From an optimization exercise on the open Yosys and OpenROAD flow, aimed at small area; shortcuts taken in it are not production practice. Function was checked by simulation only, so behaviour that the tests miss may differ from the original. Power figures rest on the tool's default switching activity, not on a simulated workload.

<file path="design.v">
module rf_ao3n (
    input  [2:0] sel,
    input  [2:0] d,
    output       y_n
);
    assign y_n = ~|(sel & d);
endmodule
module rf_rd_bit (
    input  [32:1] sel,
    input  [32:1] d,
    output        y
);
    wire [10:0] t_n;
    genvar gk;
    generate
        for (gk = 0; gk < 10; gk = gk + 1) begin : g_t
            rf_ao3n u_t (.sel(sel[3*gk+3:3*gk+1]), .d(d[3*gk+3:3*gk+1]), .y_n(t_n[gk]));
        end
    endgenerate
    assign t_n[10] = ~|(sel[32:31] & d[32:31]);
    assign y = ~&t_n;
endmodule
module sh_mux2i (
    input         s,
    input  [31:0] d1,
    input  [31:0] d0,
    output [31:0] y
);
    assign y = ~(s ? d1 : d0);
endmodule
module riscv_top (
    input           clk,
    input           rst_n,
    input  [31:0]   inst_i,
    output [31:0]   inst_addr_o
);
    localparam [3:0] C_NONE   = 4'b0000;
    localparam [3:0] C_LUI    = 4'b0001;
    localparam [3:0] C_OPIMM  = 4'b1000;
    localparam [3:0] C_JALR   = 4'b1001;
    localparam [3:0] C_OP     = 4'b1100;
    localparam [3:0] C_BRANCH = 4'b1101;
    localparam [3:0] C_AUIPC  = 4'b0010;
    localparam [3:0] C_JAL    = 4'b0011;
    reg  [31:0] pc;          
    reg  [31:7] d_ir;        
    reg  [3:0]  d_cls;
    reg  [31:7] e_ir;        
    reg  [3:0]  e_cls;
    wire        taken;
    wire [31:0] target;
    assign inst_addr_o = pc;
    function [32:0] bk_carry(input [31:0] pp, input [31:0] gg, input cin);
        reg [31:0] G, P;
        integer l, i;
        begin
            G = gg; P = pp;
            G[0] = gg[0] | (pp[0] & cin);
            for (l = 0; l < 5; l = l + 1)
                for (i = 0; i < 32; i = i + 1)
                    if (((i + 1) % (2 << l)) == 0) begin
                        G[i] = G[i] | (P[i] & G[i - (1 << l)]);
                        P[i] = P[i] & P[i - (1 << l)];
                    end
            for (l = 3; l >= 0; l = l - 1)
                for (i = 0; i < 32; i = i + 1)
                    if (((i + 1) % (2 << l)) == (1 << l) && i >= (2 << l)) begin
                        G[i] = G[i] | (P[i] & G[i - (1 << l)]);
                        P[i] = P[i] & P[i - (1 << l)];
                    end
            bk_carry = {G, cin};
        end
    endfunction
    wire [6:0] f_op = inst_i[6:0];
    wire [6:0] f_f7 = inst_i[31:25];
    wire [2:0] f_f3 = inst_i[14:12];
    reg  [3:0] f_cls;
    always @(*) begin
        case (f_op)
            7'b0010011: f_cls = C_OPIMM;
            7'b0110011: f_cls = (f_f3 == 3'b000 && f_f7 != 7'b0000000 &&
                                 f_f7 != 7'b0100000) ? C_NONE : C_OP;
            7'b1100011: f_cls = (f_f3[2:1] == 2'b01) ? C_NONE : C_BRANCH;
            7'b0110111: f_cls = C_LUI;
            7'b0010111: f_cls = C_AUIPC;
            7'b1101111: f_cls = C_JAL;
            7'b1100111: f_cls = C_JALR;
            default:    f_cls = C_NONE;
        endcase
    end
    wire f_b30 = (f_op == 7'b0110011) ? (f_f7 == 7'b0100000) : inst_i[30];
    wire kill = !rst_n || taken;
    always @(posedge clk) begin
        if (!rst_n)     pc <= 32'b0;
        else if (taken) pc <= target;
        else            pc <= pc + 32'd4;
        d_ir  <= {inst_i[31], f_b30, inst_i[29:7]};
        d_cls <= kill ? C_NONE : f_cls;
        e_ir  <= d_ir;
        e_cls <= kill ? C_NONE : d_cls;
    end
    wire [2:0]  f3   = e_ir[14:12];
    wire [4:0]  rs1a = e_ir[19:15];
    wire [4:0]  rs2a = e_ir[24:20];
    wire [4:0]  rda  = e_ir[11:7];
    wire        b30  = e_ir[30];
    wire use_rs1   = e_cls[3];
    wire use_rs2   = e_cls[2];
    wire use_pc    = e_cls[1];
    wire cx        = e_cls[0];
    wire is_branch = use_rs2 && cx;
    wire is_op     = use_rs2 && !cx;
    wire is_alu    = use_rs1 && !cx;
    wire is_jalr   = use_rs1 && !use_rs2 && cx;
    wire is_jal    = use_pc && cx;
    wire is_jump   = is_jal || is_jalr;
    wire is_upper  = (!use_rs1 && cx && !use_pc) || (use_pc && !cx);   
    wire we        = (use_rs1 && !use_rs2) || is_op || use_pc || (cx && !use_rs1);
    wire [31:0] pc_ex = pc - 32'd8;
    wire [31:0] imm_i = {{20{e_ir[31]}}, e_ir[31:20]};
    wire [31:0] imm_b = {{20{e_ir[31]}}, e_ir[7], e_ir[30:25], e_ir[11:8], 1'b0};
    wire [31:0] imm_j = {{12{e_ir[31]}}, e_ir[19:12], e_ir[20], e_ir[30:21], 1'b0};
    wire [31:0] imm_u = {e_ir[31:12], 12'b0};
    wire [31:0] imm   = use_rs1 ? imm_i : (is_upper ? imm_u : imm_j);
    reg  [31:0] rf [1:31];
    wire [31:0] wd;
    wire [31:0] wdr = rst_n ? wd : 32'b0;
    integer k;
    always @(posedge clk) begin
        for (k = 1; k < 32; k = k + 1) begin
            if (!rst_n || (we && rda == k))
                rf[k] <= wdr;
        end
    end
    reg  [32:1] sel1, sel2;
    always @(*) begin
        for (k = 1; k < 32; k = k + 1) begin
            sel1[k] = use_rs1 && (rs1a == k);
            sel2[k] = use_rs2 && (rs2a == k);
        end
        sel1[32] = use_pc;
        sel2[32] = !use_rs2;
    end
    wire [31:0] a, b;
    genvar gi, gj;
    generate
        for (gi = 0; gi < 32; gi = gi + 1) begin : g_rd
            wire [31:1] col;
            for (gj = 1; gj < 32; gj = gj + 1) begin : g_col
                assign col[gj] = rf[gj][gi];
            end
            rf_rd_bit u_rd1 (.sel(sel1), .d({pc_ex[gi], col}), .y(a[gi]));
            rf_rd_bit u_rd2 (.sel(sel2), .d({imm[gi],   col}), .y(b[gi]));
        end
    endgenerate
    wire        sub = is_branch || (is_alu && f3[2:1] == 2'b01) ||
                      (is_op && f3 == 3'b000 && b30);
    wire [31:0] bx  = b ^ {32{sub}};
    wire [31:0] p   = a ^ bx;
    wire [31:0] g   = a & bx;
    wire [32:0] c   = bk_carry(p, g, sub);
    wire [31:0] sum = p ^ c[31:0];
    wire        eq  = &p;                
    wire        ltu = !c[32];
    wire        lt  = p[31] ? sum[31] : a[31];
    wire        left   = (f3 == 3'b001);
    wire [4:0]  sham   = b[4:0];
    wire        fill   = !left && b30 && a[31];
    wire        fill_n = !fill;
    reg  [31:0] a_rev, sl;
    always @(*) begin
        for (k = 0; k < 32; k = k + 1) a_rev[k] = a[31-k];
    end
    wire [31:0] st0_n, st1, st2_n, st3, st4_n, sr;
    sh_mux2i u_st0 (.s(left),    .d1(a_rev),                        .d0(a),     .y(st0_n));
    sh_mux2i u_st1 (.s(sham[4]), .d1({{16{fill_n}}, st0_n[31:16]}), .d0(st0_n), .y(st1));
    sh_mux2i u_st2 (.s(sham[3]), .d1({{8{fill}},    st1[31:8]}),    .d0(st1),   .y(st2_n));
    sh_mux2i u_st3 (.s(sham[2]), .d1({{4{fill_n}},  st2_n[31:4]}),  .d0(st2_n), .y(st3));
    sh_mux2i u_st4 (.s(sham[1]), .d1({{2{fill}},    st3[31:2]}),    .d0(st3),   .y(st4_n));
    sh_mux2i u_st5 (.s(sham[0]), .d1({fill_n,       st4_n[31:1]}),  .d0(st4_n), .y(sr));
    always @(*) begin
        for (k = 0; k < 32; k = k + 1) sl[k] = sr[31-k];
    end
    wire [31:0] i2   = is_branch ? imm_b : 32'd4;
    wire [32:0] c2   = bk_carry(pc_ex ^ i2, pc_ex & i2, 1'b0);
    wire [31:0] sum2 = pc_ex ^ i2 ^ c2[31:0];
    wire s_sum  = (is_alu && f3 == 3'b000) || is_upper;
    wire s_sl   = is_alu && f3 == 3'b001;
    wire s_lt   = is_alu && f3 == 3'b010;
    wire s_ltu  = is_alu && f3 == 3'b011;
    wire s_sr   = is_alu && f3 == 3'b101;
    wire s_p    = is_alu && (f3 == 3'b100 || f3 == 3'b110);
    wire s_g    = is_alu && (f3 == 3'b110 || f3 == 3'b111);
    assign wd = ({32{s_sum}} & sum) | ({32{s_sl}} & sl) | ({32{s_sr}} & sr) |
                ({32{s_p}} & p) | ({32{s_g}} & g) | ({32{is_jump}} & sum2) |
                {31'b0, (s_lt && lt) || (s_ltu && ltu)};
    wire cond = (f3[2] ? (f3[1] ? ltu : lt) : eq) ^ f3[0];
    assign taken  = is_jump || (is_branch && cond);
    assign target = is_branch ? sum2 : sum;
endmodule
</file>
<file path="run.sh">
#!/bin/bash
# synth_recipe.tcl (not shown) runs the flow's synth.tcl, then flattens the netlist and writes it again
# the make line also repeats each setting of config.mk as NAME=value (left out here)
make -C /OpenROAD-flow-scripts/flow DESIGN_CONFIG=/design/flow/config.mk WORK_HOME=/design/flow/orfs CLKGATE_MAP_FILE= SYNTH_SCRIPT=/design/flow/synth_recipe.tcl finish
</file>
<file path="config.mk">
export PLATFORM = sky130hd
export DESIGN_NAME = riscv_top
export DESIGN_NICKNAME = riscv_top
export VERILOG_FILES = /design/flow/design.v
export SDC_FILE = /design/flow/constraint.sdc
export NUM_CORES = 4
export LEC_CHECK = 0
export CAP_MARGIN = 30
export CORE_MARGIN = 2
export CORE_UTILIZATION = 40
export CTS_CLUSTER_DIAMETER = 120
export CTS_CLUSTER_SIZE = 25
export SLEW_MARGIN = 30
export SYNTH_HIERARCHICAL = 1
</file>
<file path="constraint.sdc">
create_clock -name core_clock -period 8.0 [get_ports {clk}]
set_input_delay 1.6000 -clock core_clock [delete_from_list [all_inputs] [get_ports {clk}]]
set_output_delay 1.6000 -clock core_clock [all_outputs]
set_load 0.01 [all_outputs]
</file>
==> tab_implementation.tex, run 1 <==
\begin{tabular}{lr}
\hline
Metric & Value \\
\hline
\multicolumn{2}{l}{\textbf{Run status}} \\
Result of the run & no timing/DRC/antenna violations \\
\multicolumn{2}{l}{\textbf{Drt}} \\
First drt pass iteration count & 14 \\
Number of vias per cell & 7.19 \\
Detailed Route WL & 196000 um \\
First DRT Iteration DRCs & 8657 \\
Wire length per cell & 37.3 um \\
Detailed-route DRC error count & 0 \\
Post-route antenna net violation count & 0 \\
Via Count & approximately 38000 \\
\multicolumn{2}{l}{\textbf{Global route}} \\
Pin count of the biggest net entering global routing & 81 \\
Via count of the first global-routing pass & 35500 \\
GRT Resource Usage Total & 29.7\% \\
Total congestion overflow & 0 \\
GR met2 Demand/Resource & 44.1\% \\
Initial antenna violation count & 15 \\
First-pass GRT wire length & 271000 um \\
Routing usage on met3 & under 10\% \\
GRT met1 Usage & between 30 and 40\% \\
Gr busiest metal & met2 \\
\multicolumn{2}{l}{\textbf{Synthesis}} \\
Cell area after technology mapping & 50200 sq um \\
Number of instances in the synthesized netlist & 3361 \\
Async set or reset register ratio after synthesis & 0\% \\
Synth Register Bits & 1082 \\
Number of flops mapped to enable cells by yosys & 992 \\
Number of distinct standard cells referenced by the synthesized netlist & between 70 and 80 \\
Number of nets in the synthesized netlist & 3491 \\
Yosys warnings & 8 \\
Top\_reg\_cell synth & edfxtp\_1 \\
Avg Cell Area, Syn & 14.9 sq um \\
Proportion of synthesized chip area in sequential cells & a little over three fifths \\
\multicolumn{2}{l}{\textbf{Timing}} \\
Highest Clock Rate & 132 MHz \\
Relative max-transition margin & 25.6\% \\
Worst slew pin tran & 1110 ps \\
RSZ-0062 raised after global routing & no \\
Summed negative setup slack over all endpoints & 0 ps \\
Worst hold slack after final layout & 326 ps \\
Number of endpoints failing setup at the final stage & 0 \\
Hold Vio Cnt, Final & 0 \\
Layout Skew & 53.3 ps \\
Max-slew violation total from the final report & 0 \\
Final Cycle Share & 94.7\% \\
Post-layout min period & about 7600 ps \\
\multicolumn{2}{l}{\textbf{Worst setup path}} \\
Startpoint kind of the worst setup timing path & register \\
WP data required & 8580 ps \\
RR Startpoint & e\_ir[20] \\
Critical path start-end classification & reg -> reg \\
Worst setup EP type & register \\
Worst setup path start & e\_ir[20] \\
Crit path arrival time & roughly 8200 ps \\
Maximum net fanout on the critical path & 21 \\
\multicolumn{2}{l}{\textbf{Layout}} \\
Post-synthesis to final-layout area growth & 12.0\% \\
Fin nets & 3702 \\
Layout filler cell count & approximately 11000 \\
Fraction of final layout cells sized beyond drive strength 1 & 13.5\% \\
\multicolumn{2}{l}{\textbf{Power}} \\
Cell Pwr Density & 181 nW/um\^{}2 \\
Overall power of the completed layout & approximately 0.010 W \\
Leak & 19.8 nW \\
VDD IR max & 0.159 mV \\
\multicolumn{2}{l}{\textbf{Floorplanning}} \\
Number of top-level design ports & between 60 and 70 \\
DIE AREA & about 130000 sq um \\
Chip Width & between 300 and 400 um \\
Number of standard-cell rows in the floorplan & 129 \\
Starting density of the core & roughly two fifths \\
Placeable core area & 124000 sq um \\
Die H & around 360 um \\
\multicolumn{2}{l}{\textbf{Clock network}} \\
Buffer cell driving the clock tree root & clkbuf\_16 \\
CTS Buf Count & 50 \\
Clock tree from TritonCTS & done \\
Total setup buffers inserted after CTS & 0 \\
Number of buffers between clock root and the deepest sink & 3 \\
Hold\_buf cts & 0 \\
H-tree depth & 2 \\
Clock transition at the register clock pins on the worst setup and hold paths after CTS & 110 ps \\
Clock sinks & 1082 \\
Latest clock arrival within the worst-skew pair & about 700 ps \\
\multicolumn{2}{l}{\textbf{Place}} \\
Final estimated routing congestion in global placement & 1.03 \\
Detailed placer's ending HPWL & 133000 um \\
Port-buffer cells & 65 \\
\multicolumn{2}{l}{\textbf{Run}} \\
Max-capacitance violation count & 0 \\
\multicolumn{2}{l}{\textbf{Min path}} \\
Worst hold path class & reg -> reg \\
Startpoint of the lowest-slack hold path & d\_ir[7] \\
\hline
\end{tabular}
cell type report:
cell class	instances	area, sq um	share of cell area [%]
multi-input cells	2146	18700	33.2
well taps	1637	2050	3.65
clock inverters	6	65.1	0.116
diodes	5	12.5	0.0223
clock buffers	87	1410	2.51
inverters	28	105	0.187
flip-flops and latches	1082	31600	56.2
repair buffers	264	2310	4.10
per-stage QoR:
stage	setup slack (ps)	utilization, %	area [sq um]	instances
2_1_floorplan	215	-	50200	3361
3_3_place_gp	480	43.9	54500	5149
3_5_place_dp	387	43.9	54500	5151
4_1_cts	313	45.1	56000	5244
5_1_grt	61.9	45.3	56200	5250
6_report	421	45.3	56200	5255
logic make-up (layout without fill, tap and decap cells):
logic type	after synthesis	in the layout	synth area share, %
AOI/OAI and AO/OA	1010	1010	18.1
xor gates and xnor gates	116	116	2.04
adders and majority gates	96	96	2.87
buffers and inverters	133	385	1.58
DFF	1082	1082	63.0
muxes	223	223	4.50
other	0	5	0
and+or+nand+nor	701	701	7.87
final timing paths:
path         endpoint  slack [ps]  cells after the start
max            pc[15]         420                     26
min reg2reg   e_ir[7]         330                      0
min           e_ir[7]         330                      0
max reg2reg    pc[15]         420                     26
critical path, stage by stage (launching register included):
cell and delay (ps):
dfxtp_1 470, nand2b_1 410, buf_4 280, nor2_4 200, a222oi_1 500, nand4_1 490, or4_4 590, xor2_1 200
ha_1 380, nand4_1 160, nor3_1 330, o31ai_1 200, a21oi_1 200, nor2b_1 80, o21ai_1 280, a211o_1 230
a31o_2 180, fa_1 180, inv_1 60, fa_1 390, and3_1 160, a31oi_1 260, nand3_1 120, mux2_4 400
and2_1 200, buf_4 220, o211a_1 250
flip-flops by register name (all words and copies together) (netlist names):
register	flops
rf	992
d_cls	4
e_cls	4
e_ir	25
d_ir	25
pc	32
modules after synthesis, one instance, submodules excluded:
module     cell area, sq um  flip-flops and latches  copies in the design
sh_mux2i                377                       0                     6
rf_rd_bit              36.3                       0                    64
riscv_top             39200                    1082                     1
rf_ao3n                10.0                       0                   640
cell usage in the layout, fill, tap and decap left out, types with 21 or more instances in the layout:
master	synthesis	routed
nor2b_1	42	26
nor2_1	105	43
nand2_1	206	205
nor2_4	0	51
o21ai_0	63	31
inv_1	27	27
dfxtp_1	90	90
o21ai_4	0	32
a21o_1	42	42
a222oi_1	655	655
and3_1	21	21
a22o_1	64	64
clkbuf_16	0	51
clkbuf_1	62	36
ha_1	64	64
xnor2_1	47	47
a22oi_1	34	34
nand4_1	146	146
nand3_1	37	37
mux2i_1	206	206
or4_4	66	66
xor2_1	68	68
fa_1	32	32
a21oi_1	33	33
edfxtp_1	992	992
clkdlybuf4s50_1	0	64
buf_4	6	190
metal layers:
metal	vias to the layer above	share of wire, %	routed length [um]
li1	15500	-	-
met1	18900	36	71400
met2	2875	43	83900
met3	446	15	28800
met4	14	5.9	11600
met5	-	0.044	87
cell usage after synthesis, drive strengths merged (2+ instances only):
| master | n | area share [%] |
|---|---|---|
| nor4 | 10 | 0.18 |
| a22o | 64 | 1.1 |
| and3 | 21 | 0.26 |
| o211a | 13 | 0.26 |
| nand2b | 16 | 0.21 |
| nor3 | 19 | 0.20 |
| o21bai | 4 | 0.060 |
| mux2i | 206 | 4.1 |
| nand3b | 2 | 0.055 |
| edfxtp | 992 | 59 |
| or3 | 10 | 0.12 |
| o211ai | 12 | 0.19 |
| ha | 64 | 1.6 |
| a221oi | 15 | 0.26 |
| a21boi | 34 | 0.51 |
| a222oi | 655 | 13 |
| xor2 | 69 | 1.2 |
| nand3 | 37 | 0.37 |
| a31oi | 4 | 0.050 |
| a21oi | 33 | 0.33 |
| inv | 27 | 0.20 |
| nor2b | 43 | 0.55 |
| and4 | 3 | 0.052 |
| nand2 | 206 | 1.5 |
| nand4 | 146 | 1.8 |
| a211oi | 3 | 0.045 |
| xnor2 | 47 | 0.82 |
| a31o | 3 | 0.052 |
| mux2 | 17 | 0.39 |
| fa | 32 | 1.3 |
| or2 | 7 | 0.092 |
| nor2 | 105 | 0.79 |
| a21o | 42 | 0.63 |
| o21a | 2 | 0.030 |
| a22oi | 34 | 0.51 |
| dfxtp | 90 | 3.6 |
| o22ai | 16 | 0.20 |
| o31ai | 3 | 0.045 |
| buf | 41 | 0.89 |
| clkbuf | 64 | 0.48 |
| and2 | 7 | 0.087 |
| or4 | 67 | 1.5 |
| o21ai | 66 | 0.66 |
power breakdown:
| part | leakage [nW] | switching (W) | internal, W | total, W |
|---|---|---|---|---|
| Clock | 0.703 | 0.00179 | 0.00123 | 0.00302 |
| Sequential | 10.8 | 0.000134 | 0.00637 | 0.00651 |
| Combinational | 8.33 | 0.000450 | 0.000198 | 0.000648 |
| Total | 19.8 | 0.00237 | 0.00780 | 0.0102 |
repair_timing:
action                                  4_1_cts  5_1_grt
hold endpoints to repair                      0        0
gates resized for setup                       0        3
endpoints found under the setup margin        0       66
==> run 2, diff against run 1 <==
==> flow/run.sh (new file) <==
#!/bin/bash
# Own layout flow: the standard flow (standard synthesis unchanged), with
# two changes to how the layout is made:
#  - clock tree synthesis without dummy loads, with larger sink clusters
#  - port buffers of the smallest buffer cell
# The full output of the flow's tools goes to flow_make.log in this folder;
# ORFS also keeps each step's own log under orfs/logs/.
set -euo pipefail
export CTS_ARGS="-sink_clustering_enable -repair_clock_nets -sink_clustering_size 25 -sink_clustering_max_diameter 120 -dont_use_dummy_load"
export BUFFER_PORTS_ARGS="-buffer_cell sky130_fd_sc_hd__buf_1"
bash standard.sh > flow_make.log 2>&1
==> standard.sh (new file) <==
#!/bin/bash
# synth_recipe.tcl (not shown) runs the flow's synth.tcl, then flattens the netlist and writes it again
# the make line also repeats each setting of config.mk as NAME=value (left out here)
make -C /OpenROAD-flow-scripts/flow DESIGN_CONFIG=/design/flow/config.mk WORK_HOME=/design/flow/orfs CLKGATE_MAP_FILE= SYNTH_SCRIPT=/design/flow/synth_recipe.tcl "${@:-finish}"
removed: run.sh
==> tab_implementation.tex, run 2 <==
\begin{tabular}{lr}
\hline
Metric & Value \\
\hline
\multicolumn{2}{l}{\textbf{Run status}} \\
Result of the run & no timing/DRC/antenna violations \\
\multicolumn{2}{l}{\textbf{Worst setup path}} \\
Critical path depth & 28 (+7.7\%) \\
Cell type group with the largest total delay on the critical path & simple AND/OR/NAND/NOR gates \\
Maximum net fanout on the critical path & 35 (+67\%) \\
Worst setup path start & e\_cls[2] \\
CP Buf/Inv Count & 4 (+1) \\
Register-to-register setup slack & 230 ps (-190 ps) \\
Critical path capture point & pc[2] \\
R2r worst-path depth & 28 (+7.7\%) \\
Worst setup EP type & register \\
RR Startpoint & e\_cls[2] \\
WP data required & 8560 ps (-20 ps) \\
Worst reg2reg endpoint & pc[2] \\
Crit path arrival time & 8330 ps (+170 ps) \\
Max incr delay on CP & 770 ps (+180 ps) \\
Startpoint kind of the worst setup timing path & register \\
Critical path's slowest cell & nor2\_4 \\
Critical path start-end classification & reg -> reg \\
\multicolumn{2}{l}{\textbf{Power}} \\
Cell Pwr Density & 179 nW/um\^{}2 (-1.1\%) \\
Overall power of the completed layout & 0.00997 W (-1.9\%) \\
Leak & 19.6 nW (-1.1\%) \\
VDD IR max & 0.175 mV (+9.6\%) \\
\multicolumn{2}{l}{\textbf{Floorplanning}} \\
Die H & 358 um (unchanged) \\
Number of standard-cell rows in the floorplan & 129 (unchanged) \\
DIE AREA & 128000 sq um (unchanged) \\
Placeable core area & 124000 sq um (unchanged) \\
Chip Width & 358 um (unchanged) \\
Starting density of the core & 40.4\% (unchanged) \\
Number of top-level design ports & 66 (unchanged) \\
\multicolumn{2}{l}{\textbf{Synthesis}} \\
Number of nets in the synthesized netlist & 3491 (unchanged) \\
Synth Register Bits & 1082 (unchanged) \\
Async set or reset register ratio after synthesis & 0\% (unchanged) \\
Most used standard cell by instance count after synthesis & edfxtp\_1 \\
Proportion of synthesized chip area in sequential cells & 63.0\% (unchanged) \\
Cell area after technology mapping & 50200 sq um (unchanged) \\
Yosys warnings & 8 (unchanged) \\
Cells taking the most area after synthesis & edfxtp\_1, a222oi\_1, mux2i\_1, dfxtp\_1, nand4\_1 \\
Number of distinct standard cells referenced by the synthesized netlist & 71 (unchanged) \\
Avg Cell Area, Syn & 14.9 sq um (unchanged) \\
Number of flops mapped to enable cells by yosys & 992 (unchanged) \\
Cell type contributing the most total cell area after synthesis & edfxtp\_1 \\
Top cell type's share of synthesized area & 59.4\% (unchanged) \\
Number of instances in the synthesized netlist & 3361 (unchanged) \\
Top\_reg\_cell synth & edfxtp\_1 \\
Commonest cells in the netlist & edfxtp\_1, a222oi\_1, mux2i\_1, nand2\_1, nand4\_1 \\
\multicolumn{2}{l}{\textbf{Layout}} \\
Flip-flop count of the largest register, all copies and words added & 992 (unchanged) \\
Area of all placed cells without fillers & 55700 sq um (-0.81\%) \\
Post-synthesis to final-layout area growth & 11.1\% \\
Register with the most flip-flops & rf \\
Fin nets & 3697 (-0.14\%) \\
Layout filler cell count & 10900 (+0.64\%) \\
Most common library cell in the layout ignoring fill and taps & edfxtp\_1 \\
Multi-input combinational cell area & 18700 sq um (+0.10\%) \\
Top library cells by usage in the layout, fill and taps aside & edfxtp\_1, a222oi\_1, mux2i\_1, nand2\_1, buf\_4 \\
Total area of sequential cells & 31600 sq um (unchanged) \\
Largest registers & rf x992, pc x32 \\
Fraction of final layout cells sized beyond drive strength 1 & 13.4\% (-0.043 points) \\
\multicolumn{2}{l}{\textbf{Timing}} \\
Hold Vio Cnt, Final & 0 (unchanged) \\
Final Cycle Share & 97.2\% (+2.4 points) \\
Highest Clock Rate & 129 MHz (-2.5\%) \\
Post-layout min period & 7770 ps (+193 ps) \\
Relative max-transition margin & 27.8\% (+2.2 points) \\
Summed negative setup slack over all endpoints & 0 ps (unchanged) \\
Number of endpoints failing setup at the final stage & 0 (unchanged) \\
RSZ-0062 raised after global routing & no \\
Layout Skew & 108 ps (+54.7 ps) \\
Worst slew pin tran & 1080 ps (-33.6 ps) \\
Max-slew violation total from the final report & 0 (unchanged) \\
Setup slack of the critical path after layout & 228 ps (-193 ps) \\
Worst hold slack after final layout & 333 ps (+7.34 ps) \\
\multicolumn{2}{l}{\textbf{Clock network}} \\
Number of buffers between clock root and the deepest sink & 3 (unchanged) \\
Hold\_buf cts & 0 (unchanged) \\
Clock tree from TritonCTS & done \\
H-tree depth & 2 (unchanged) \\
CTS Buf Count & 50 (unchanged) \\
Clock transition at the register clock pins on the worst setup and hold paths after CTS & 90 ps (-20 ps) \\
Clock sinks & 1082 (unchanged) \\
Latest clock arrival within the worst-skew pair & 720 ps (+20 ps) \\
Buffer cell driving the clock tree root & clkbuf\_16 \\
\multicolumn{2}{l}{\textbf{Place}} \\
Port-buffer cells & 65 (unchanged) \\
Cell Area, Placed & 54300 sq um (-0.35\%) \\
Final estimated routing congestion in global placement & 1.03 (+0.11\%) \\
Post-Place Worst Slack & 369 ps (-18.3 ps) \\
Detailed placer's ending HPWL & 133000 um (about the same) \\
\multicolumn{2}{l}{\textbf{Drt}} \\
Total met3 wirelength after detailed routing & 28600 um (-0.81\%) \\
Via Count & 38000 (+0.55\%) \\
Topmost layer with routed signal wires & met5 \\
First drt pass iteration count & 13 (-1) \\
Length of routed wiring on met1 & 71500 um (about the same) \\
Wire length per cell & 37.5 um (+0.75\%) \\
Detailed Route WL & 195000 um (-0.18\%) \\
Post-route antenna net violation count & 0 (unchanged) \\
Number of vias per cell & 7.29 (+1.5\%) \\
Detailed-route DRC error count & 0 (unchanged) \\
Met2 routed wirelength & 82800 um (-1.4\%) \\
First DRT Iteration DRCs & 9118 (+5.3\%) \\
\multicolumn{2}{l}{\textbf{Min path}} \\
Worst hold path class & reg -> reg \\
\multicolumn{2}{l}{\textbf{Global route}} \\
Pin count of the biggest net entering global routing & 69 (-15\%) \\
GRT Resource Usage Total & 29.6\% (-0.13 points) \\
First-pass GRT wire length & 271000 um (+0.16\%) \\
Via count of the first global-routing pass & 35600 (+0.30\%) \\
Total congestion overflow & 0 (unchanged) \\
Initial antenna violation count & 13 (-2) \\
\multicolumn{2}{l}{\textbf{Run}} \\
Max-capacitance violation count & 0 (unchanged) \\
\hline
\end{tabular}
## run 2: logic make-up after synthesis
kind of cell / after synthesis / share of synthesized area, %
flip-flops: 1082 / 63.0
multiplexers: 223 / 4.50
AND/OR/NAND/NOR: 701 / 7.87
AO/OA/AOI/OAI: 1010 / 18.1
XOR/XNOR: 116 / 2.04
adder cells (fa/ha/maj): 96 / 2.87
buffers and inverters: 133 / 1.58
## run 2: power by group
part	switching (W)	internal, W	total [W]	leakage (nW)
logic	0.000445	0.000186	0.000631	8.19
registers	0.000141	0.00637	0.00651	10.8
clock network	0.00171	0.00112	0.00283	0.616
## run 2: stage by stage
stage               std cells  utilization, %
finish                   5207            44.9
global route             5202            44.9
CTS                      5196            44.8
detailed placement       5146            43.8
global placement         5132            43.5
floorplan                3361               -
## run 2: worst min-delay path by stage
| stage | start | end | slack (ps) | cells after the start |
|---|---|---|---|---|
| floorplan | d_ir[10] | e_ir[10] | 310 | 0 |
| global placement | d_ir[31] | e_ir[31] | 310 | 0 |
| detailed placement | d_ir[31] | e_ir[31] | 310 | 0 |
| CTS | d_ir[31] | e_ir[31] | 340 | 0 |
| global route | d_ir[25] | e_ir[25] | 340 | 0 |
| finish | d_ir[31] | e_ir[31] | 330 | 0 |
## run 2: per-layer routing
layer / up-vias / global-route usage, %
met2: 2910 / 43.1
met1: 19100 / 39.2
li1: 15500 / -
met3: 457 / 9.81
met4: 14 / 15.5
met5: - / 0
## run 2: Yosys stat by module, one instance, submodules excluded
module     cells inside  times used  flip-flops and latches  cell area, sq um
rf_ao3n               1         640                       0              10.0
rf_rd_bit             5          64                       0              36.3
sh_mux2i             36           6                       0               377
riscv_top          2185           1                    1082             39200
## run 2: worst register-to-register path, delay by kind of cell (launching register included)
| family | cells | cell delay, ps |
|---|---|---|
| and+or+nand+nor | 11 | 3070 |
| DFF | 1 | 560 |
| adders and majority gates | 3 | 780 |
| buffers and inverters | 4 | 740 |
| AOI/OAI and AO/OA | 8 | 1890 |
| muxes | 1 | 400 |
| xor gates and xnor gates | 1 | 230 |
## run 2: repair_timing
action,in CTS,in global routing
resized for setup,0,6
setup endpoints to repair,0,35
setup buffers,0,0
## run 2: area by class of cell
| class | instances | area share (%) |
|---|---|---|
| Sequential cell | 1082 | 56.7 |
| Clock buffer | 50 | 2.24 |
| Inverter | 28 | 0.189 |
| Antenna cell | 5 | 0.0224 |
| Multi-Input combinational cell | 2148 | 33.5 |
| Timing Repair Buffer | 257 | 3.69 |
| Tap cell | 1637 | 3.67 |
==> run 3, diff against run 2 <==
--- a/design.v
+++ b/design.v
@@ -125,10 +125,9 @@
     reg  [31:0] rf [1:31];
     wire [31:0] wd;
-    wire [31:0] wdr = rst_n ? wd : 32'b0;
     integer k;
     always @(posedge clk) begin
         for (k = 1; k < 32; k = k + 1) begin
             if (!rst_n || (we && rda == k))
-                rf[k] <= wdr;
+                rf[k] <= wd;
         end
     end
@@ -185,13 +184,15 @@
     wire [32:0] c2   = bk_carry(pc_ex ^ i2, pc_ex & i2, 1'b0);
     wire [31:0] sum2 = pc_ex ^ i2 ^ c2[31:0];
-    wire s_sum  = (is_alu && f3 == 3'b000) || is_upper;
-    wire s_sl   = is_alu && f3 == 3'b001;
-    wire s_lt   = is_alu && f3 == 3'b010;
-    wire s_ltu  = is_alu && f3 == 3'b011;
-    wire s_sr   = is_alu && f3 == 3'b101;
-    wire s_p    = is_alu && (f3 == 3'b100 || f3 == 3'b110);
-    wire s_g    = is_alu && (f3 == 3'b110 || f3 == 3'b111);
+    wire alu_r  = is_alu && rst_n;
+    wire s_sum  = (alu_r && f3 == 3'b000) || (is_upper && rst_n);
+    wire s_sl   = alu_r && f3 == 3'b001;
+    wire s_lt   = alu_r && f3 == 3'b010;
+    wire s_ltu  = alu_r && f3 == 3'b011;
+    wire s_sr   = alu_r && f3 == 3'b101;
+    wire s_p    = alu_r && (f3 == 3'b100 || f3 == 3'b110);
+    wire s_g    = alu_r && (f3 == 3'b110 || f3 == 3'b111);
+    wire s_link = is_jump && rst_n;
     assign wd = ({32{s_sum}} & sum) | ({32{s_sl}} & sl) | ({32{s_sr}} & sr) |
-                ({32{s_p}} & p) | ({32{s_g}} & g) | ({32{is_jump}} & sum2) |
+                ({32{s_p}} & p) | ({32{s_g}} & g) | ({32{s_link}} & sum2) |
                 {31'b0, (s_lt && lt) || (s_ltu && ltu)};
     wire cond = (f3[2] ? (f3[1] ? ltu : lt) : eq) ^ f3[0];
==> tab_implementation.tex, run 3 <==
\begin{tabular}{lr}
\hline
Metric & Value \\
\hline
\multicolumn{2}{l}{\textbf{Clock network}} \\
CTS Buf Count & 50 (unchanged) \\
Number of buffers between clock root and the deepest sink & 3 (unchanged) \\
H-tree depth & 2 (unchanged) \\
Latest clock arrival within the worst-skew pair & 720 ps (about the same) \\
Total setup buffers inserted after CTS & 0 (unchanged) \\
Clock tree from TritonCTS & done \\
Clock sinks & 1082 (unchanged) \\
Hold\_buf cts & 0 (unchanged) \\
Clock transition at the register clock pins on the worst setup and hold paths after CTS & 110 ps (+20 ps) \\
Resize count post-CTS & 0 (unchanged) \\
Buffer cell driving the clock tree root & clkbuf\_16 \\
\multicolumn{2}{l}{\textbf{Synthesis}} \\
Number of flops mapped to enable cells by yosys & 992 (unchanged) \\
Commonest cells in the netlist & edfxtp\_1, a222oi\_1, nand2\_1 \\
Most used standard cell by instance count after synthesis & edfxtp\_1 \\
Top\_reg\_cell synth & edfxtp\_1 \\
Number of distinct standard cells referenced by the synthesized netlist & 73 (+2.8\%) \\
Yosys warnings & 8 (unchanged) \\
Proportion of synthesized chip area in sequential cells & 63.1\% (+0.13 points) \\
Async set or reset register ratio after synthesis & 0\% (unchanged) \\
Cell type contributing the most total cell area after synthesis & edfxtp\_1 \\
Cells taking the most area after synthesis & edfxtp\_1, a222oi\_1, mux2i\_1, dfxtp\_1, nand4\_1 \\
Number of instances in the synthesized netlist & 3376 (+0.45\%) \\
Cell area after technology mapping & 50100 sq um (-0.20\%) \\
Number of nets in the synthesized netlist & 3505 (+0.40\%) \\
Top cell type's share of synthesized area & 59.5\% (+0.12 points) \\
Synth Register Bits & 1082 (unchanged) \\
Avg Cell Area, Syn & 14.8 sq um (-0.65\%) \\
\multicolumn{2}{l}{\textbf{Timing}} \\
Final Cycle Share & 92.4\% (-4.8 points) \\
Relative max-transition margin & 23.9\% (-3.9 points) \\
Max-slew violation total from the final report & 0 (unchanged) \\
Highest Clock Rate & 135 MHz (+5.1\%) \\
Summed negative setup slack over all endpoints & 0 ps (unchanged) \\
Layout Skew & 126 ps (+18.2 ps) \\
Worst slew pin tran & 1140 ps (+60.5 ps) \\
Number of endpoints failing setup at the final stage & 0 (unchanged) \\
Post-layout min period & 7390 ps (-380 ps) \\
RSZ-0062 raised after global routing & no \\
Hold Vio Cnt, Final & 0 (unchanged) \\
\multicolumn{2}{l}{\textbf{Worst setup path}} \\
Startpoint kind of the worst setup timing path & register \\
Crit path arrival time & 7750 ps (-580 ps) \\
Maximum net fanout on the critical path & 31 (-11\%) \\
RR Startpoint & pc[3] \\
Worst setup EP type & register \\
Critical path start-end classification & reg -> reg \\
WP data required & 8360 ps (-200 ps) \\
R2r worst-path depth & 21 (-25\%) \\
Worst reg2reg endpoint & rf[27][30] \\
Register-to-register setup slack & 610 ps (+380 ps) \\
\multicolumn{2}{l}{\textbf{Power}} \\
Leak & 19.4 nW (-0.98\%) \\
Register share of total power & 65.3\% (about the same) \\
Internal power component & 0.00772 W (+0.51\%) \\
Total net switching power & 0.00236 W (+2.5\%) \\
Cell Pwr Density & 182 nW/um\^{}2 (+1.7\%) \\
Net switching fraction of the power & 23.4\% (+0.35 points) \\
Part of the power in combinational logic & 6.5\% (+0.2 points) \\
VDD IR max & 0.184 mV (+5.2\%) \\
Relative contribution of the clock network to total power & 28.2\% (-0.2 points) \\
\multicolumn{2}{l}{\textbf{Floorplanning}} \\
Chip Width & 358 um (-0.10\%) \\
Starting density of the core & 40.4\% (about the same) \\
Number of top-level design ports & 66 (unchanged) \\
DIE AREA & 128000 sq um (-0.20\%) \\
Placeable core area & 124000 sq um (-0.13\%) \\
Number of standard-cell rows in the floorplan & 129 (unchanged) \\
Die H & 358 um (-0.10\%) \\
\multicolumn{2}{l}{\textbf{Drt}} \\
Via Count & 38800 (+2.1\%) \\
Wire length per cell & 39.2 um (+4.4\%) \\
Post-route antenna net violation count & 0 (unchanged) \\
First DRT Iteration DRCs & 9438 (+3.5\%) \\
Detailed Route WL & 205000 um (+4.8\%) \\
Detailed-route DRC error count & 0 (unchanged) \\
First drt pass iteration count & 14 (+1) \\
Number of vias per cell & 7.41 (+1.7\%) \\
\multicolumn{2}{l}{\textbf{Layout}} \\
Top library cells by usage in the layout, fill and taps aside & edfxtp\_1, a222oi\_1, nand2\_1, mux2i\_1, buf\_4 \\
Multi-input combinational cell area & 18400 sq um (-1.2\%) \\
Post-synthesis to final-layout area growth & 10.5\% \\
Final instance count without filler cells & 5229 (+0.42\%) \\
Largest registers & rf x992, pc x32 \\
Fraction of final layout cells sized beyond drive strength 1 & 12.3\% (-1.1 points) \\
Fin nets & 3718 (+0.57\%) \\
Most common library cell in the layout ignoring fill and taps & edfxtp\_1 \\
Total area of sequential cells & 31600 sq um (unchanged) \\
Layout filler cell count & 11000 (+0.79\%) \\
Area of all placed cells without fillers & 55300 sq um (-0.73\%) \\
Flip-flop count of the largest register, all copies and words added & 992 (unchanged) \\
Register with the most flip-flops & rf \\
\multicolumn{2}{l}{\textbf{Place}} \\
Port-buffer cells & 65 (unchanged) \\
Total instance count after detailed placement & 5173 (+0.52\%) \\
Cell Area, Placed & 54000 sq um (-0.60\%) \\
Detailed placer's ending HPWL & 138000 um (+4.2\%) \\
Final estimated routing congestion in global placement & 1.06 (+3.1\%) \\
\multicolumn{2}{l}{\textbf{Global route}} \\
First-pass GRT wire length & 280000 um (+3.4\%) \\
Total congestion overflow & 0 (unchanged) \\
Via count of the first global-routing pass & 35900 (+0.72\%) \\
Pin count of the biggest net entering global routing & 53 (-23\%) \\
GRT Resource Usage Total & 31.0\% (+1.4 points) \\
Initial antenna violation count & 12 (-1) \\
\multicolumn{2}{l}{\textbf{Run status}} \\
Result of the run & no timing/DRC/antenna violations \\
\multicolumn{2}{l}{\textbf{Run}} \\
Max-capacitance violation count & 0 (unchanged) \\
\multicolumn{2}{l}{\textbf{Min path}} \\
Endpoint, Worst Hold & e\_ir[9] \\
Number of cells on the worst hold path & 0 (unchanged) \\
Startpoint of the lowest-slack hold path & d\_ir[9] \\
Worst hold path class & reg -> reg \\
\hline
\end{tabular}
==> run 3: changes by cell type after synthesis, sizes merged, moves of 13 or more <==
cell / before / now
mux2i: 206 / 193
nor2b: 43 / 21
o22ai: 16 / 2
a21oi: 33 / 58
mux2: 17 / 1
nand3: 37 / 65
o221ai: 1 / 15
a21boi: 34 / 8
==> run 3: worst max-delay path: stages, from the launching register on <==
cell	delay, ps
dfxtp_1	390
inv_1	150
ha_1	200
nor3b_1	490
nand2_1	180
or3_1	360
or2_2	320
nor4_1	260
xor2_1	660
ha_1	330
and4_1	250
nand3_1	100
or4_1	400
o22ai_1	390
a31oi_1	280
o21ai_0	320
nor4_1	110
o31ai_1	580
fa_1	590
a221oi_1	330
o21ai_2	90
buf_4	270
==> run 3: power groups by stage <==
| stage | registers (W) | logic (W) | clock network (W) |
|---|---|---|---|
| floorplan | 0.00666 | 0.000352 | 0 |
| global placement | 0.00668 | 0.000639 | 0 |
| detailed placement | 0.00669 | 0.000639 | 0 |
| CTS | 0.00657 | 0.000641 | 0.00286 |
| global route | 0.00660 | 0.000676 | 0.00304 |
| finish | 0.00657 | 0.000654 | 0.00284 |
==> run 3: cell type report <==
type	count	share of cell area (%)
Multi-Input combinational cell	2156	33.3
Inverter	35	0.237
Antenna cell	5	0.0226
Sequential cell	1082	57.1
Timing Repair Buffer	264	3.35
Tap cell	1637	3.70
Clock buffer	50	2.26
==> run 3: per-layer routing <==
| metal | vias to the layer above | share of wire, % | global-route usage [%] |
|---|---|---|---|
| met3 | 489 | 14 | 8.23 |
| li1 | 15500 | - | - |
| met5 | - | 0.037 | 0 |
| met4 | 12 | 6.5 | 16.5 |
| met2 | 3302 | 42 | 45.1 |
| met1 | 19400 | 37 | 42.3 |
==> run 3: through the flow <==
stage / hold slack, ps / util [%] / setup slack, ps / power (W)
global placement: 311 / 43.5 / 885 / 0.00732
CTS: 336 / 44.6 / 797 / 0.0101
finish: 334 / 44.6 / 608 / 0.0101
global route: 344 / 44.6 / 236 / 0.0103
floorplan: 310 / - / 826 / 0.00701
detailed placement: 312 / 43.6 / 837 / 0.00733
==> run 3: worst max path at each step <==
| stage | from | end | slack [ps] | cells after the start |
|---|---|---|---|---|
| global route | pc[3] | pc[10] | 240 | 27 |
| CTS | pc[3] | pc[14] | 800 | 27 |
| finish | pc[3] | rf[27][30] | 610 | 21 |
| detailed placement | pc[3] | pc[14] | 840 | 27 |
| floorplan | e_cls[2] | rf[10][0] | 830 | 22 |
| global placement | pc[3] | rf[9][30] | 890 | 21 |
==> run 3: cell families after synthesis <==
logic type / count (synthesis) / synth area share [%]
compound gates: 1023 / 18.2
mux: 194 / 3.88
buf+inv: 138 / 1.71
xor+xnor: 119 / 2.10
flops: 1082 / 63.1
fa+ha+maj: 95 / 2.84
simple gates: 725 / 8.12
==> run 3: modules after synthesis (local to each module, per instance) <==
module / cell area (sq um) / copies in the design / flip-flops and latches / cells
sh_mux2i: 377 / 6 / 0 / 36
riscv_top: 39100 / 1 / 1082 / 2200
rf_ao3n: 10.0 / 640 / 0 / 1
rf_rd_bit: 36.3 / 64 / 0 / 5
==> run 4, diff against run 3 <==
--- a/config.mk
+++ b/config.mk
@@ -6,9 +6,9 @@
 export NUM_CORES = 4
 export LEC_CHECK = 0
-export CAP_MARGIN = 30
+export CAP_MARGIN = 10
 export CORE_MARGIN = 2
 export CORE_UTILIZATION = 40
 export CTS_CLUSTER_DIAMETER = 120
 export CTS_CLUSTER_SIZE = 25
-export SLEW_MARGIN = 30
+export SLEW_MARGIN = 10
 export SYNTH_HIERARCHICAL = 1
==> tab_implementation.tex, run 4 <==
\begin{tabular}{lr}
\hline
Metric & Value \\
\hline
\multicolumn{2}{l}{\textbf{Worst setup path}} \\
Maximum net fanout on the critical path & 33 (+6.5\%) \\
Crit path arrival time & 7990 ps (+240 ps) \\
Critical path start-end classification & reg -> reg \\
R2r worst-path depth & 27 (+29\%) \\
WP data required & 8560 ps (+200 ps) \\
Worst setup EP type & register \\
Startpoint kind of the worst setup timing path & register \\
\multicolumn{2}{l}{\textbf{Floorplanning}} \\
Number of top-level design ports & 66 (unchanged) \\
Die H & 358 um (unchanged) \\
DIE AREA & 128000 sq um (unchanged) \\
Chip Width & 358 um (unchanged) \\
Placeable core area & 124000 sq um (unchanged) \\
Number of standard-cell rows in the floorplan & 129 (unchanged) \\
Starting density of the core & 40.4\% (unchanged) \\
\multicolumn{2}{l}{\textbf{Min path}} \\
Worst hold path class & reg -> reg \\
Number of cells on the worst hold path & 0 (unchanged) \\
\multicolumn{2}{l}{\textbf{Timing}} \\
RSZ-0062 raised after global routing & no \\
Max-slew violation total from the final report & 0 (unchanged) \\
Relative max-transition margin & 8.62\% (-15 points) \\
Post-layout min period & 7420 ps (+30.1 ps) \\
Highest Clock Rate & 135 MHz (-0.41\%) \\
Layout Skew & 113 ps (-13.3 ps) \\
Worst slew pin tran & 1370 ps (+225 ps) \\
Number of endpoints failing setup at the final stage & 0 (unchanged) \\
Worst hold slack after final layout & 269 ps (-65.0 ps) \\
Final Cycle Share & 92.8\% (+0.38 points) \\
Hold Vio Cnt, Final & 0 (unchanged) \\
Summed negative setup slack over all endpoints & 0 ps (unchanged) \\
\multicolumn{2}{l}{\textbf{Synthesis}} \\
Top\_reg\_cell synth & edfxtp\_1 \\
Cells taking the most area after synthesis & edfxtp\_1, a222oi\_1, mux2i\_1, dfxtp\_1, nand4\_1 \\
Synth Register Bits & 1082 (unchanged) \\
Cell area after technology mapping & 50100 sq um (unchanged) \\
Yosys warnings & 8 (unchanged) \\
Number of instances in the synthesized netlist & 3376 (unchanged) \\
Number of distinct standard cells referenced by the synthesized netlist & 73 (unchanged) \\
Cell type contributing the most total cell area after synthesis & edfxtp\_1 \\
Proportion of synthesized chip area in sequential cells & 63.1\% (unchanged) \\
Avg Cell Area, Syn & 14.8 sq um (unchanged) \\
Number of nets in the synthesized netlist & 3505 (unchanged) \\
Top cell type's share of synthesized area & 59.5\% (unchanged) \\
Async set or reset register ratio after synthesis & 0\% (unchanged) \\
Most used standard cell by instance count after synthesis & edfxtp\_1 \\
Commonest cells in the netlist & edfxtp\_1, a222oi\_1, nand2\_1 \\
Number of flops mapped to enable cells by yosys & 992 (unchanged) \\
\multicolumn{2}{l}{\textbf{Clock network}} \\
Clock sinks & 1082 (unchanged) \\
Total setup buffers inserted after CTS & 0 (unchanged) \\
H-tree depth & 2 (unchanged) \\
Buffer cell driving the clock tree root & clkbuf\_16 \\
Clock transition at the register clock pins on the worst setup and hold paths after CTS & 110 ps (about the same) \\
Clock tree from TritonCTS & done \\
Latest clock arrival within the worst-skew pair & 720 ps (about the same) \\
CTS Buf Count & 50 (unchanged) \\
Hold\_buf cts & 0 (unchanged) \\
Resize count post-CTS & 0 (unchanged) \\
Number of buffers between clock root and the deepest sink & 3 (unchanged) \\
\multicolumn{2}{l}{\textbf{Layout}} \\
Area of all placed cells without fillers & 55200 sq um (-0.19\%) \\
Flip-flop count of the largest register, all copies and words added & 992 (unchanged) \\
Most common library cell in the layout ignoring fill and taps & edfxtp\_1 \\
Top library cells by usage in the layout, fill and taps aside & edfxtp\_1, a222oi\_1, nand2\_1, mux2i\_1, buf\_4 \\
Layout filler cell count & 11000 (+0.15\%) \\
Fin nets & 3715 (-0.081\%) \\
Register with the most flip-flops & rf \\
Total area of sequential cells & 31600 sq um (unchanged) \\
Largest registers & rf x992, pc x32 \\
Post-synthesis to final-layout area growth & 10.3\% \\
Fraction of final layout cells sized beyond drive strength 1 & 12.1\% (-0.16 points) \\
Multi-input combinational cell area & 18400 sq um (-0.19\%) \\
\multicolumn{2}{l}{\textbf{Drt}} \\
Detailed Route WL & 204000 um (-0.64\%) \\
First drt pass iteration count & 14 (unchanged) \\
First DRT Iteration DRCs & 9596 (+1.7\%) \\
Wire length per cell & 39.0 um (-0.51\%) \\
Post-route antenna net violation count & 0 (unchanged) \\
Number of vias per cell & 7.39 (-0.34\%) \\
Via Count & 38600 (-0.48\%) \\
Detailed-route DRC error count & 0 (unchanged) \\
\multicolumn{2}{l}{\textbf{Place}} \\
Port-buffer cells & 65 (unchanged) \\
Final estimated routing congestion in global placement & 1.06 (unchanged) \\
Cell Area, Placed & 54000 sq um (about the same) \\
Detailed placer's ending HPWL & 138000 um (-0.12\%) \\
\multicolumn{2}{l}{\textbf{Global route}} \\
Total congestion overflow & 0 (unchanged) \\
Pin count of the biggest net entering global routing & 53 (unchanged) \\
First-pass GRT wire length & 279000 um (-0.34\%) \\
Initial antenna violation count & 12 (unchanged) \\
GRT Resource Usage Total & 30.8\% (-0.15 points) \\
Via count of the first global-routing pass & 35800 (-0.24\%) \\
\multicolumn{2}{l}{\textbf{Power}} \\
VDD IR max & 0.149 mV (-19\%) \\
Cell Pwr Density & 182 nW/um\^{}2 (about the same) \\
Leak & 19.4 nW (-0.14\%) \\
\multicolumn{2}{l}{\textbf{Run status}} \\
Result of the run & no timing/DRC/antenna violations \\
\multicolumn{2}{l}{\textbf{Run}} \\
Max-capacitance violation count & 0 (unchanged) \\
\hline
\end{tabular}
==> run 4: cell counts after synthesis <==
Identical to the previous run, type by type.
==> run 4: final timing paths <==
path	from	to	slack, ps
setup reg to reg	pc[3]	e_cls[3]	580
setup / recovery	pc[3]	e_cls[3]	580
hold reg to reg	d_ir[13]	e_ir[13]	270
hold / removal	d_ir[13]	e_ir[13]	270
==> run 4: Yosys stat by module, one instance, submodules excluded <==
module	cells	copies in the design
sh_mux2i	36	6
riscv_top	2200	1
rf_rd_bit	5	64
rf_ao3n	1	640
==> run 4: metal layers <==
metal | wire [um] | part of all wire [%] | GRT usage, %
met5 | 69 | 0.034 | 0
met2 | 86200 | 42 | 45.1
met4 | 12900 | 6.3 | 16.0
met3 | 29300 | 14 | 7.24
met1 | 75000 | 37 | 42.7
==> run 4: cell families after synthesis <==
family          synth area share (%)
compound gates                  18.2
xor+xnor                        2.10
fa+ha+maj                       2.84
buf+inv                         1.71
flops                           63.1
mux                             3.88
simple gates                    8.12
==> run 4: worst max-delay path, stage by stage (launching register included) <==
cell,delay (ps)
dfxtp_1,390
inv_1,150
ha_1,190
nor3b_1,550
nand4b_2,300
nor3_1,550
nand2_1,180
nor3_1,200
xor2_1,160
a22o_1,220
or4_4,530
ha_1,430
nand2_1,70
o21ai_0,450
nor2_1,160
a21oi_1,290
and2_1,240
a21o_1,130
a21oi_1,70
fa_1,420
mux2i_1,280
nor2_1,80
a21oi_1,120
o211a_1,190
and4_1,190
buf_4,370
nor2_1,150
and3_1,220
==> run 4: area by class of cell <==
class                      instances  area share [%]
multi-input combinational       2156            33.3
antenna                            1         0.00453
clock buffer                      50            2.27
tap                             1637            3.71
timing repair buffer             261            3.25
inverter                          35           0.238
sequential                      1082            57.2
==> run 4: power breakdown <==
part	total (W)	switching, W	internal (W)
combinational	0.000651	0.000477	0.000173
clock	0.00283	0.00171	0.00112
sequential	0.00657	0.000148	0.00643
total	0.0101	0.00234	0.00772
==> run 4: metrics by stage <==
stage | power [W] | std cells | utilization (%) | worst slack [ps]
2_1_floorplan | 0.00701 | 3376 | - | 826
3_3_place_gp | 0.00732 | 5171 | 43.5 | 885
3_5_place_dp | 0.00733 | 5171 | 43.5 | 831
4_1_cts | 0.0101 | 5221 | 44.6 | 760
5_1_grt | 0.0103 | 5221 | 44.6 | 140
6_report | 0.0101 | 5222 | 44.6 | 578
==> run 5, diff against run 4 <==
--- a/design.v
+++ b/design.v
@@ -9,5 +9,5 @@
     input  [32:1] sel,
     input  [32:1] d,
-    output        y
+    output [2:0]  u
 );
     wire [10:0] t_n;
@@ -19,5 +19,5 @@
     endgenerate
     assign t_n[10] = ~|(sel[32:31] & d[32:31]);
-    assign y = ~&t_n;
+    assign u = {~&t_n[10:8], ~&t_n[7:4], ~&t_n[3:0]};
 endmodule
 module sh_mux2i (
@@ -149,6 +149,9 @@
                 assign col[gj] = rf[gj][gi];
             end
-            rf_rd_bit u_rd1 (.sel(sel1), .d({pc_ex[gi], col}), .y(a[gi]));
-            rf_rd_bit u_rd2 (.sel(sel2), .d({imm[gi],   col}), .y(b[gi]));
+            wire [2:0] ua, ub;
+            rf_rd_bit u_rd1 (.sel(sel1), .d({pc_ex[gi], col}), .u(ua));
+            rf_rd_bit u_rd2 (.sel(sel2), .d({imm[gi],   col}), .u(ub));
+            assign a[gi] = |ua;
+            assign b[gi] = |ub;
         end
     endgenerate
==> tab_implementation.tex, run 5 <==
\begin{tabular}{lr}
\hline
Metric & Value \\
\hline
\multicolumn{2}{l}{\textbf{Global route}} \\
GRT met1 Usage & 42.5\% (-0.21 points) \\
GR met2 Demand/Resource & 46.1\% (+1.0 points) \\
Initial antenna violation count & 12 (unchanged) \\
Routing usage on met3 & 8.04\% (+0.79 points) \\
First-pass GRT wire length & 284000 um (+1.7\%) \\
Gr busiest metal & met2 \\
Pin count of the biggest net entering global routing & 42 (-21\%) \\
Total congestion overflow & 0 (unchanged) \\
Via count of the first global-routing pass & 36300 (+1.5\%) \\
GRT Resource Usage Total & 31.3\% (+0.52 points) \\
\multicolumn{2}{l}{\textbf{Timing}} \\
Hold Vio Cnt, Final & 0 (unchanged) \\
Post-layout min period & 7790 ps (+369 ps) \\
Max-slew violation total from the final report & 0 (unchanged) \\
RSZ-0062 raised after global routing & no \\
Number of endpoints failing setup at the final stage & 0 (unchanged) \\
Summed negative setup slack over all endpoints & 0 ps (unchanged) \\
Highest Clock Rate & 128 MHz (-4.7\%) \\
Worst slew pin tran & 1180 ps (-181 ps) \\
Layout Skew & 72.8 ps (-40.1 ps) \\
Final Cycle Share & 97.4\% (+4.6 points) \\
Relative max-transition margin & 20.9\% (+12 points) \\
\multicolumn{2}{l}{\textbf{Floorplanning}} \\
Number of top-level design ports & 66 (unchanged) \\
Number of standard-cell rows in the floorplan & 129 (unchanged) \\
Placeable core area & 124000 sq um (-0.26\%) \\
DIE AREA & 127000 sq um (-0.46\%) \\
Chip Width & 357 um (-0.23\%) \\
Starting density of the core & 40.3\% (-0.085 points) \\
Die H & 357 um (-0.23\%) \\
\multicolumn{2}{l}{\textbf{Drt}} \\
Detailed-route DRC error count & 0 (unchanged) \\
First DRT Iteration DRCs & 10200 (+6.7\%) \\
First drt pass iteration count & 17 (+3) \\
Via Count & 39300 (+1.9\%) \\
Post-route antenna net violation count & 0 (unchanged) \\
Wire length per cell & 39.0 um (about the same) \\
Detailed Route WL & 206000 um (+1.5\%) \\
Number of vias per cell & 7.42 (+0.43\%) \\
\multicolumn{2}{l}{\textbf{Worst setup path}} \\
Worst reg2reg endpoint & pc[31] \\
Max incr delay on CP & 1020 ps (+470 ps) \\
Startpoint kind of the worst setup timing path & register \\
Worst setup EP type & register \\
Critical path start-end classification & reg -> reg \\
Maximum net fanout on the critical path & 26 (-21\%) \\
CP Buf/Inv Count & 3 (+1) \\
Crit path arrival time & 8440 ps (+450 ps) \\
Critical path's slowest cell & nor2\_2 \\
Register-to-register setup slack & 210 ps (-370 ps) \\
R2r worst-path depth & 25 (-7.4\%) \\
RR Startpoint & e\_cls[3] \\
WP data required & 8640 ps (+80 ps) \\
Cell type group with the largest total delay on the critical path & simple AND/OR/NAND/NOR gates \\
\multicolumn{2}{l}{\textbf{Synthesis}} \\
Avg Cell Area, Syn & 14.5 sq um (-2.1\%) \\
Cell area after technology mapping & 49800 sq um (-0.47\%) \\
Number of nets in the synthesized netlist & 3560 (+1.6\%) \\
Most used standard cell by instance count after synthesis & edfxtp\_1 \\
Cell type contributing the most total cell area after synthesis & edfxtp\_1 \\
Top cell type's share of synthesized area & 59.8\% (+0.28 points) \\
Commonest cells in the netlist & edfxtp\_1, a222oi\_1, mux2i\_1 \\
Yosys warnings & 8 (unchanged) \\
Cells taking the most area after synthesis & edfxtp\_1, a222oi\_1, mux2i\_1, dfxtp\_1, nand4\_1 \\
Number of distinct standard cells referenced by the synthesized netlist & 64 (-12\%) \\
Number of instances in the synthesized netlist & 3431 (+1.6\%) \\
Number of flops mapped to enable cells by yosys & 992 (unchanged) \\
Synth Register Bits & 1082 (unchanged) \\
Proportion of synthesized chip area in sequential cells & 63.4\% (+0.30 points) \\
Async set or reset register ratio after synthesis & 0\% (unchanged) \\
Top\_reg\_cell synth & edfxtp\_1 \\
\multicolumn{2}{l}{\textbf{Clock network}} \\
CTS Buf Count & 51 (+2.0\%) \\
Clock tree from TritonCTS & done \\
Clock sinks & 1082 (unchanged) \\
Clock transition at the register clock pins on the worst setup and hold paths after CTS & 100 ps (about the same) \\
Buffer cell driving the clock tree root & clkbuf\_16 \\
Number of buffers between clock root and the deepest sink & 3 (unchanged) \\
H-tree depth & 2 (unchanged) \\
Latest clock arrival within the worst-skew pair & 720 ps (about the same) \\
\multicolumn{2}{l}{\textbf{Layout}} \\
Fin nets & 3788 (+2.0\%) \\
Final instance count without filler cells & 5300 (+1.5\%) \\
Fraction of final layout cells sized beyond drive strength 1 & 10.8\% (-1.3 points) \\
Top library cells by usage in the layout, fill and taps aside & edfxtp\_1, a222oi\_1, buf\_4, mux2i\_1, nand4\_1 \\
Post-synthesis to final-layout area growth & 11.0\% \\
Most common library cell in the layout ignoring fill and taps & edfxtp\_1 \\
Register with the most flip-flops & rf \\
Flip-flop count of the largest register, all copies and words added & 992 (unchanged) \\
Largest registers & rf x992, pc x32 \\
Layout filler cell count & 11000 (-0.36\%) \\
\multicolumn{2}{l}{\textbf{Place}} \\
Detailed placer's ending HPWL & 141000 um (+1.9\%) \\
Total instance count after detailed placement & 5236 (+1.3\%) \\
Port-buffer cells & 65 (unchanged) \\
Final estimated routing congestion in global placement & 1.03 (-3.2\%) \\
\multicolumn{2}{l}{\textbf{Power}} \\
Cell Pwr Density & 181 nW/um\^{}2 (-0.77\%) \\
Leak & 19.4 nW (about the same) \\
VDD IR max & 0.157 mV (+5.2\%) \\
\multicolumn{2}{l}{\textbf{Run status}} \\
Result of the run & no timing/DRC/antenna violations \\
\multicolumn{2}{l}{\textbf{Min path}} \\
Number of cells on the worst hold path & 0 (unchanged) \\
Endpoint, Worst Hold & e\_ir[9] \\
Worst hold path class & reg -> reg \\
Startpoint of the lowest-slack hold path & d\_ir[9] \\
\multicolumn{2}{l}{\textbf{Run}} \\
Max-capacitance violation count & 0 (unchanged) \\
\hline
\end{tabular}
-- run 5: layer usage --
metal	vias to the layer above	part of all wire (%)
li1	15800	-
met1	19500	37
met2	3476	42
met3	560	14
met4	2	6.8
met5	-	0.0053
-- run 5: area by class of cell --
type	instances	area [sq um]	area share, %
antenna	6	15.0	0.0272
inverter	63	236	0.428
timing repair buffer	272	1890	3.42
multi-input combinational	2189	18200	33.0
tap	1637	2050	3.71
clock buffer	51	1280	2.31
sequential	1082	31600	57.1
-- run 5: where the power goes --
part / switching [W] / leakage, nW / internal, W / total, W
clock network: 0.00172 / 0.628 / 0.00114 / 0.00286
registers: 0.000110 / 11.3 / 0.00633 / 0.00644
logic: 0.000512 / 7.39 / 0.000176 / 0.000688
total: 0.00234 / 19.4 / 0.00764 / 0.00998
-- run 5: cells by family (layout without fill, tap and decap cells) --
| logic type | Yosys count | count (layout) | synth area share, % |
|---|---|---|---|
| flip-flops | 1082 | 1082 | 63.4 |
| AO/OA/AOI/OAI | 1070 | 1070 | 18.6 |
| AND/OR/NAND/NOR | 711 | 713 | 7.35 |
| multiplexers | 195 | 195 | 3.92 |
| buffers and inverters | 162 | 386 | 1.76 |
| XOR/XNOR | 116 | 116 | 2.07 |
| adder cells (fa/ha/maj) | 95 | 95 | 2.85 |
| other | 0 | 6 | 0 |
-- run 5: worst max path at each step --
| stage | start | end | cells past startpoint |
|---|---|---|---|
| after floorplan | e_cls[2] | rf[10][28] | 20 |
| after global placement | pc[3] | rf[14][29] | 24 |
| after detailed placement | pc[3] | pc[31] | 28 |
| after CTS | pc[3] | pc[31] | 28 |
| after global routing | e_cls[2] | pc[31] | 28 |
| final | e_cls[3] | pc[31] | 25 |
-- run 5: timing repair --
| action | in CTS | in global routing |
|---|---|---|
| endpoints found under the setup margin | 0 | 16 |
| resized for setup | 0 | 1 |
| hold endpoints to repair | 0 | 0 |
| hold buffers | 0 | 0 |
| setup buffers | 0 | 5 |
-- run 5: through the flow --
stage	area [sq um]	total power, W	hold slack, ps	utilization (%)	worst slack [ps]
finish	55300	0.00998	324	44.7	208
global route	55300	0.0102	332	44.7	5.91
CTS	55200	0.00998	327	44.6	383
detailed placement	53900	0.00722	312	43.6	422
global placement	53900	0.00722	312	43.6	464
floorplan	49800	0.00690	310	-	561
-- run 5: modules after synthesis (local to each module, per instance) --
module     cell area [sq um]  flops+latches  copies in the design
rf_ao3n                 10.0              0                   640
rf_rd_bit               25.0              0                    64
sh_mux2i                 377              0                     6
riscv_top              39500           1082                     1
-- run 5: worst register-to-register path, delay by kind of cell, from the launching register on --
family / cells / cell delay (ps)
buffers and inverters: 3 / 810
AND/OR/NAND/NOR: 9 / 3160
AO/OA/AOI/OAI: 11 / 2320
flip-flops: 1 / 680
adder cells (fa/ha/maj): 2 / 770

-- separate check: timing with driven ports --
No port has a modelled driver above. Below, the same layouts with a new extraction and two added sets of constraints. Step 1 (the two cells are an assumption about what drives the block):
set clk [get_ports {clk}]
set_driving_cell -lib_cell sky130_fd_sc_hd__clkbuf_16 $clk
set_driving_cell -lib_cell sky130_fd_sc_hd__buf_2 [delete_from_list [all_inputs] $clk]
Step 2 moves the port delays by t, midway between the first and last clock arrival at a register: inputs arrive t later, outputs are due t later. That takes back most of the time a late clock gives input paths. a / b / c = no drivers / after step 1 / after step 2; a / b = the first two.
run	t (ns)	slack for setup (ns)	worst setup path at the end	worst slew at a driven data input, ns
run 1	0.749	0.421 / 0.421 / 0.421	register to register	0.06
run 2	0.736	0.228 / 0.228 / 0.228	register to register	0.06
run 3	0.735	0.608 / 0.608 / 0.608	register to register	0.07
run 4	0.735	0.578 / 0.578 / 0.578	register to register	0.06
run 5	0.760	0.208 / 0.208 / 0.208	register to register	0.03
After both steps setup and hold are still met in every run listed.
